This design comes from an exercise in tuning for small area on the open sky130 flow, not from production work. Where RTL was checked, it was by simulation tests only, not by an equivalence proof against the original. Power and IR drop assume default switching activity.

==> job 7565 <==
==> flow/design.v <==
module egcoding(
	input wire clk,
	input wire rst,
	input wire rx,
	output wire tx
);
	localparam S_IDLE  = 4'd0;
	localparam S_RLEN  = 4'd1;
	localparam S_RDATA = 4'd2;
	localparam S_WRITE = 4'd3;
	localparam S_FETCH = 4'd4;
	localparam S_RUN   = 4'd5;
	localparam S_END   = 4'd6;
	localparam S_RESP  = 4'd8;
	localparam S_TX    = 4'd9;
	localparam S_CNT   = 4'd10;
	reg[3:0] state;
	reg[511:0] ra, rb;
	reg[5:0] ph;
	wire[7:0] ra_out = ra[511:504];
	wire[7:0] rb_out = rb[511:504];
	wire umode = state[3];    
	reg ubusy;
	reg[3:0] baud, bitn;      
	reg[7:0] sr;              
	reg bor;                  
	wire udone = ubusy && bitn == 4'd9 && baud == 4'd15;
	wire ushift = ubusy && bitn != 4'd0 && bitn != 4'd9 && baud == (umode ? 4'd15 : 4'd8);
	wire rxv = ubusy && !umode && bitn == 4'd8 && baud == 4'd9;
	wire rxend = udone && !umode;
	assign tx = !(ubusy && umode) || bitn == 4'd9 || (bitn != 4'd0 && (sr[0] ^ bor));
	reg[6:0] i;
	reg[6:0] len_in;
	reg mcomp;
	reg[7:0] cur;
	reg[3:0] p;       
	reg[3:0] bc;      
	reg zm;           
	reg dry;          
	wire[7:0] inc = rb_out + 8'd1;
	wire[7:0] ld = mcomp ? inc : rb_out;
	reg[2:0] msb;
	integer k;
	always @(*) begin
		msb = 3'd0;
		for (k = 1; k < 8; k = k + 1)
			if (ld[k]) msb = k;
	end
	wire cbit = cur[mcomp ? p[2:0] : bc[2:0]];
	wire ebit = cbit && !p[3];
	wire code_done = zm ? (p == 4'd1) : (cbit && p == 4'd0);
	wire used = mcomp ? p == 4'd15 : bc[2:0] == 3'd0;
	wire hit = ph == i[5:0];
	wire wslot = state == S_WRITE && hit;
	wire cnt = state == S_RUN && dry && (mcomp ? bc == 4'd0 : code_done);
	wire copy = state == S_RESP && dry;
	wire beyond = !len_in[6] && ph >= len_in[5:0];
	always @(posedge clk) begin
		ph <= ph + 6'd1;
		ra <= {ra[503:0], wslot ? cur : ra_out};
		rb <= {rb[503:0], copy ? (beyond ? {8{mcomp}} : ra_out) : rb_out};
	end
	always @(posedge clk) begin
		if (ubusy || cnt) begin
			baud <= baud + 4'd1;
			if (baud == 4'd15)
				bitn <= bitn + 4'd1;
			if (udone)
				ubusy <= 0;
		end else if (!rx) begin
			ubusy <= 1;
			baud <= 4'd1;
			bitn <= 4'd0;
		end
		if (ushift) begin
			sr <= {rx && !umode, sr[7:1]};
			bor <= bor && !sr[0];
		end
		case (state)
		S_IDLE: if (rxend) begin
			case (sr[1:0])
			2'd0: state <= S_RLEN;
			2'd1: begin
				dry <= 1;
				i <= 7'd0;
				bc <= 4'd0;
				p <= 4'd0;
				zm <= 0;
				bitn <= 4'd0;
				baud <= {3'd0, !mcomp};
				state <= S_FETCH;
			end
			default: begin
				mcomp <= !sr[0];
				dry <= 1;
				sr <= 8'd0;
				ubusy <= 1; baud <= 4'd0; bitn <= 4'd0; bor <= 0;
				state <= S_RESP;
			end
			endcase
		end
		S_RLEN: if (rxv) begin
			len_in <= sr[6:0];
			i <= 7'h7f;
			state <= S_RDATA;
		end
		S_RDATA: begin
			if (i == len_in) begin
				if (!ubusy || !bitn[3])
					state <= S_IDLE;
			end else if (rxv) begin
				cur <= sr;
				state <= S_WRITE;
			end
		end
		S_WRITE: if (wslot) begin
			i <= i + 7'd1;
			state <= S_RDATA;
		end
		S_RESP: if (udone)
			state <= S_IDLE;
		S_FETCH: begin
			if (i[6])
				state <= S_END;
			else if (hit) begin
				if (mcomp && rb_out == 8'hff)
					state <= S_END;
				else begin
					cur <= ld;
					if (mcomp)
						p <= {msb, 1'b0};
					i <= i + 7'd1;
					state <= S_RUN;
				end
			end
		end
		S_RUN: begin
			bc <= bc + 4'd1;
			if (mcomp) begin
				p <= p - 4'd1;
				if (!dry)
					sr <= {ebit, sr[7:1]};
				if (!dry && bc[2:0] == 3'd7) begin
					ubusy <= 1; baud <= 4'd0; bitn <= 4'd0; bor <= 0;
					state <= S_TX;
				end else if (p == 4'd0)
					state <= S_FETCH;
			end else begin
				if (!zm) begin
					if (cbit)
						zm <= 1;
					else
						p <= p + 4'd1;
				end else
					p <= p - 4'd1;
				if (!dry && (zm || cbit))
					sr <= {sr[6:0], cbit};
				if (code_done) begin
					zm <= 0;
					p <= 4'd0;
				end
				if (code_done && !dry) begin
					ubusy <= 1; baud <= 4'd0; bitn <= 4'd0; bor <= 1;
					state <= S_TX;
				end else if (bc[2:0] == 3'd7)
					state <= S_FETCH;
			end
		end
		S_TX: if (udone)
			state <= used ? S_FETCH : S_RUN;
		S_END: begin
			if (dry) begin
				sr <= {bitn, baud};
				ubusy <= 1; baud <= 4'd0; bitn <= 4'd0; bor <= 0;
				state <= S_CNT;
			end else if (!mcomp) begin
				ubusy <= 1; baud <= 4'd0; bitn <= 4'd0; bor <= 1;
				state <= S_RESP;
			end else if (bc == 4'd0)
				state <= S_IDLE;
			else begin
				bc <= bc + 4'd1;
				sr <= {1'b0, sr[7:1]};
				if (bc[2:0] == 3'd7) begin
					ubusy <= 1; baud <= 4'd0; bitn <= 4'd0; bor <= 0;
					state <= S_TX;
				end
			end
		end
		S_CNT: if (udone) begin
			if (dry) begin
				dry <= 0;
				ubusy <= 1; baud <= 4'd0; bitn <= 4'd0; bor <= 0;
			end else begin
				i <= 7'd0;
				bc <= 4'd0;
				p <= 4'd0;
				zm <= 0;
				state <= S_FETCH;
			end
		end
		default: state <= S_IDLE;
		endcase
		if (!rst) begin
			state <= S_IDLE;
			ubusy <= 0;
		end
	end
endmodule
==> flow/flow/run.sh <==
#!/bin/bash
# Standard layout, with the clock tree built without dummy loads.
set -euo pipefail
bash standard.sh "CTS_ARGS=-sink_clustering_enable -repair_clock_nets -dont_use_dummy_load -buf_list sky130_fd_sc_hd__clkbuf_8 -sink_clustering_size 20 -sink_clustering_max_diameter 40" finish > standard.log 2>&1
==> flow/standard.sh <==
#!/bin/bash
# synth_recipe.tcl (not shown) runs the flow's synth.tcl, then flattens the netlist and writes it again
# the make line also repeats each setting of config.mk as NAME=value (left out here)
make -C /OpenROAD-flow-scripts/flow DESIGN_CONFIG=/design/flow/config.mk WORK_HOME=/design/flow/orfs CLKGATE_MAP_FILE= SYNTH_SCRIPT=/design/flow/synth_recipe.tcl "${@:-finish}"
==> flow/config.mk <==
export PLATFORM = sky130hd
export DESIGN_NAME = egcoding
export DESIGN_NICKNAME = egcoding
export VERILOG_FILES = /design/flow/design.v
export SDC_FILE = /design/flow/constraint.sdc
export NUM_CORES = 4
export LEC_CHECK = 0
export ABC_AREA = 1
export CAP_MARGIN = 20
export CORE_MARGIN = 2
export CORE_UTILIZATION = 70
export SLEW_MARGIN = 20
==> flow/constraint.sdc <==
create_clock -name core_clock -period 12.0 [get_ports {clk}]
set_input_delay 2.4000 -clock core_clock [delete_from_list [all_inputs] [get_ports {clk}]]
set_output_delay 2.4000 -clock core_clock [all_outputs]
set_load 0.01 [all_outputs]
==> job 109: changes against job 7565 <==
==> flow/design.v, changed modules only <==
module egcoding(
	input wire clk,
	input wire rst,
	input wire rx,
	output wire tx
);
	localparam S_IDLE  = 4'd0;
	localparam S_RLEN  = 4'd1;
	localparam S_RDATA = 4'd2;
	localparam S_WRITE = 4'd3;
	localparam S_FETCH = 4'd4;
	localparam S_RUN   = 4'd5;
	localparam S_END   = 4'd6;
	localparam S_RESP  = 4'd8;
	localparam S_TX    = 4'd9;
	localparam S_CNT   = 4'd10;
	reg[3:0] state;
	reg[511:0] ra, rb;
	reg[5:0] ph;
	wire[7:0] ra_out = ra[511:504];
	wire[7:0] rb_out = rb[511:504];
	wire umode = state[3];    
	reg ubusy;
	reg[3:0] baud, bitn;
	reg[7:0] sr;              
	reg bor;                  
	wire udone = ubusy && bitn == 4'd9 && baud == {3'b111, umode};
	wire ushift = ubusy && bitn != 4'd0 && bitn != 4'd9 && baud == {umode, 3'b111};
	wire rxv = ubusy && !umode && bitn == 4'd8 && baud == 4'd8;
	wire rxend = udone && !umode;
	assign tx = !(ubusy && umode) || bitn == 4'd9 || (bitn != 4'd0 && (sr[0] ^ bor));
	reg[6:0] i;
	reg[6:0] len_in;
	reg mcomp;
	reg[7:0] cur;
	reg[3:0] p;       
	reg[3:0] bc;      
	reg zm;           
	reg dry;          
	wire[7:0] inc = rb_out + 8'd1;
	wire[7:0] ld = mcomp ? inc : rb_out;
	reg[2:0] msb;
	integer k;
	always @(*) begin
		msb = 3'd0;
		for (k = 1; k < 8; k = k + 1)
			if (ld[k]) msb = k;
	end
	wire cbit = cur[mcomp ? p[2:0] : bc[2:0]];
	wire ebit = cbit && !p[3];
	wire code_done = p == 4'd0 && (zm || cbit);
	wire used = mcomp ? p == 4'd15 : bc[2:0] == 3'd0;
	wire hit = ph == i[5:0];
	wire wslot = state == S_WRITE && hit;
	wire copy = state == S_RESP && dry;
	wire beyond = !len_in[6] && ph >= len_in[5:0];
	reg txgo;
	reg cnt;
	always @(*) begin
		txgo = 0;
		cnt = 0;
		case (state)
		S_IDLE: txgo = rxend && sr[1];
		S_RUN: begin
			if (mcomp) begin
				txgo = !dry && bc[2:0] == 3'd7;
				cnt = dry && bc == 4'd0;
			end else begin
				txgo = !dry && code_done;
				cnt = dry && code_done;
			end
		end
		S_FETCH: cnt = dry && !mcomp && i[6];
		S_END: txgo = dry || !mcomp || (bc != 4'd0 && bc[2:0] == 3'd7);
		S_CNT: txgo = udone && dry;
		default: ;
		endcase
	end
	always @(posedge clk) begin
		ph <= ph + 6'd1;
		ra <= {ra[503:0], wslot ? cur : ra_out};
		rb <= {rb[503:0], copy ? (beyond ? {8{mcomp}} : ra_out) : rb_out};
	end
	always @(posedge clk) begin
		if (ubusy || cnt) begin
			baud <= baud + 4'd1;
			if (baud == 4'd15)
				bitn <= bitn + 4'd1;
		end
		if (udone)
			ubusy <= 0;
		if (!ubusy && !rx || txgo || state == S_IDLE && rxend && sr[1:0] == 2'd1) begin
			baud <= 4'd0;
			bitn <= 4'd0;
		end
		if (!ubusy && !rx || txgo)
			ubusy <= 1;
		if (ushift) begin
			sr <= {rx && !umode, sr[7:1]};
			bor <= bor && !sr[0];
		end
		if (txgo)
			bor <= state == S_IDLE || !mcomp && !dry && (state == S_RUN || state == S_END);
		case (state)
		S_IDLE: if (rxend) begin
			case (sr[1:0])
			2'd0: state <= S_RLEN;
			2'd1: begin
				dry <= 1;
				i <= 7'd0;
				bc <= 4'd0;
				p <= 4'd0;
				zm <= 0;
				state <= S_FETCH;
			end
			default: begin
				mcomp <= !sr[0];
				dry <= 1;
				sr <= {1'b0, sr[7:1]};
				state <= S_RESP;
			end
			endcase
		end
		S_RLEN: if (rxv) begin
			len_in <= sr[6:0];
			i <= 7'h7f;
			state <= S_RDATA;
		end
		S_RDATA: begin
			if (i == len_in) begin
				if (!ubusy || !bitn[3])
					state <= S_IDLE;
			end else if (rxv) begin
				cur <= sr;
				state <= S_WRITE;
			end
		end
		S_WRITE: if (hit) begin
			i <= i + 7'd1;
			state <= S_RDATA;
		end
		S_RESP: if (udone)
			state <= S_IDLE;
		S_FETCH: begin
			if (i[6])
				state <= S_END;
			else if (hit) begin
				if (mcomp && rb_out == 8'hff)
					state <= S_END;
				else begin
					cur <= ld;
					if (mcomp)
						p <= {msb, 1'b0};
					i <= i + 7'd1;
					state <= S_RUN;
				end
			end
		end
		S_RUN: begin
			bc <= bc + 4'd1;
			p <= p - 4'd1;
			if (mcomp) begin
				if (!dry)
					sr <= {ebit, sr[7:1]};
				if (txgo)
					state <= S_TX;
				else if (p == 4'd0)
					state <= S_FETCH;
			end else begin
				if (!zm && cbit) begin
					zm <= 1;
					p <= ~p;
				end
				if (!dry && (zm || cbit))
					sr <= {sr[6:0], cbit};
				if (code_done) begin
					zm <= 0;
					p <= 4'd0;
				end
				if (txgo)
					state <= S_TX;
				else if (bc[2:0] == 3'd7)
					state <= S_FETCH;
			end
		end
		S_TX: if (udone)
			state <= used ? S_FETCH : S_RUN;
		S_END: begin
			if (dry) begin
				sr <= {bitn, baud};
				state <= S_CNT;
			end else if (!mcomp)
				state <= S_RESP;
			else if (bc == 4'd0)
				state <= S_IDLE;
			else begin
				bc <= bc + 4'd1;
				sr <= {1'b0, sr[7:1]};
				if (txgo)
					state <= S_TX;
			end
		end
		S_CNT: if (udone) begin
			if (dry)
				dry <= 0;
			else begin
				i <= 7'd0;
				bc <= 4'd0;
				p <= 4'd0;
				zm <= 0;
				state <= S_FETCH;
			end
		end
		default: state <= S_IDLE;
		endcase
		if (!rst) begin
			state <= S_IDLE;
			ubusy <= 0;
		end
	end
endmodule
==> flow/flow/run.sh (replaced) <==
#!/bin/bash
# The standard layout, with two changes:
#  - synthesis maps with an area-only ABC script (flow/synth.tcl,
#    flow/area.script) in place of ORFS's, which buffers and upsizes for
#    speed; the registers are the standard synthesis's;
#  - TritonCTS runs without dummy loads, with small clusters of clkbuf_8;
#  - clock nets may be routed from met1 up (the platform's default starts at
#    met3, whose wires have more capacitance).
# Each tool's log is under orfs/logs; make's own output is in standard.log.
set -euo pipefail
export MY_ABC_SCRIPT=$PWD/flow/area.script
bash standard.sh "SYNTH_SCRIPT=$PWD/flow/synth.tcl" "MIN_CLK_ROUTING_LAYER=met1" "CTS_ARGS=-sink_clustering_enable -repair_clock_nets -dont_use_dummy_load -buf_list sky130_fd_sc_hd__buf_4 -sink_clustering_size 14 -sink_clustering_max_diameter 34" finish > standard.log 2>&1
==> flow/flow/area.script (new file) <==
strash
&get -n
&fraig -x
&put
scorr
dc2
&get -n
&deepsyn -T 60
&put
dch -f
map -a
strash
dch -f
amap
topo
==> flow/flow/synth.tcl (new file) <==
proc synth {args} { yosys synth -nofsm -noshare {*}$args }
# The standard synthesis (synth_recipe.tcl), but with ABC mapping by an
# area-only script (flow/area.script) in place of ORFS's, which also
# buffers and upsizes for speed.
proc abc {args} {
  set i [lsearch $args -script]
  if {$i >= 0} { set args [lreplace $args $i [expr {$i + 1}] -script $::env(MY_ABC_SCRIPT)] }
  set j [lsearch $args -D]
  if {$j >= 0} { set args [lreplace $args $j [expr {$j + 1}]] }
  yosys abc {*}$args
}
source $::env(SCRIPTS_DIR)/synth.tcl
# left out here: clear keep_hierarchy, flatten, clean up, hide names made inside functions, write 1_2_yosys.v
==> job 7937: changes against job 7565 <==
==> flow/flow/run.sh (replaced) <==
#!/bin/bash
# Standard layout, with the clock tree built without dummy loads.
set -euo pipefail
bash standard.sh "CTS_ARGS=-sink_clustering_enable -repair_clock_nets -dont_use_dummy_load -buf_list sky130_fd_sc_hd__clkbuf_8 -sink_clustering_size 22 -sink_clustering_max_diameter 45" finish > standard.log 2>&1
CORE_UTILIZATION = 85   (was 70)
==> comparison table <==
item                                                                                      job 7937                   job 7565                 job 109
Number of different library cells in the post-synthesis netlist                                 43                         43                      35
Reg clk slew, reported paths                                                                     -                     100 ps                  110 ps
Fill count                                                                                       -                       2001                    1978
Starting density of the core                                                                 86.1%                      71.2%                   70.7%
Cell at the root of the clock tree                                                               -  sky130_fd_sc_hd__clkbuf_8  sky130_fd_sc_hd__buf_4
Outcome                                                                             did not finish   timing/DRC/antenna clean  timing/DRC/antenna clean
Last stage reached                                               detailed placement (3_5_place_dp)                          -                       -
Share of Yosys cell area claimed by the top area cell type                                   83.0%                      83.0%                   86.5%
Minimum setup slack among reg-to-reg paths                                                       -                    8890 ps                 7290 ps
N_diodes                                                                                         -                          0                       2
Synth Area in Adders                                                                         1.08%                      1.08%                   1.08%
GRT Overall Usage                                                                                -                      21.2%                   19.2%
Residual antenna-violating net count after detailed routing                                      -                          0                       0
Clock group share of total power                                                                 -                      29.2%                   28.0%
Portion of the layout cell area used by clock cells                                              -                      3.97%                   3.18%
Critical path destination                                                                        -                         tx   state[2]$_SDFFE_PN0P_
Global routing met1 resource utilization                                                         -                      29.5%                   28.7%
Function not checked in job 7565 and job 7937: the RTL went through the layout flow alone.

## port drivers added, routing unchanged
The flow's constraints put no driver on any port. The routed layouts listed below were extracted and timed again, unchanged, in two steps. Step 1, drivers: a clkbuf_16 drives clk and a buf_2 each remaining input, both assumed. Step 2 times the ports against the registers' clock, not the clock port: input delays grow and output delays shrink by t, the midpoint of the rising clock arrivals with the driver on. a / b / c = ideal / step 1 / step 2; a / b = the first two.
run | shift t [ns] | setup slack, ns | hold slack, ns | worst setup path at the end
job 7565 | 0.670 | 7.293 / 7.241 / 7.911 | 0.285 / 0.285 / 0.285 | register to output
job 109 | 0.679 | 7.288 / 7.269 / 7.288 | 0.263 / 0.263 / 0.263 | register to register
After both steps every run listed still meets setup and hold.
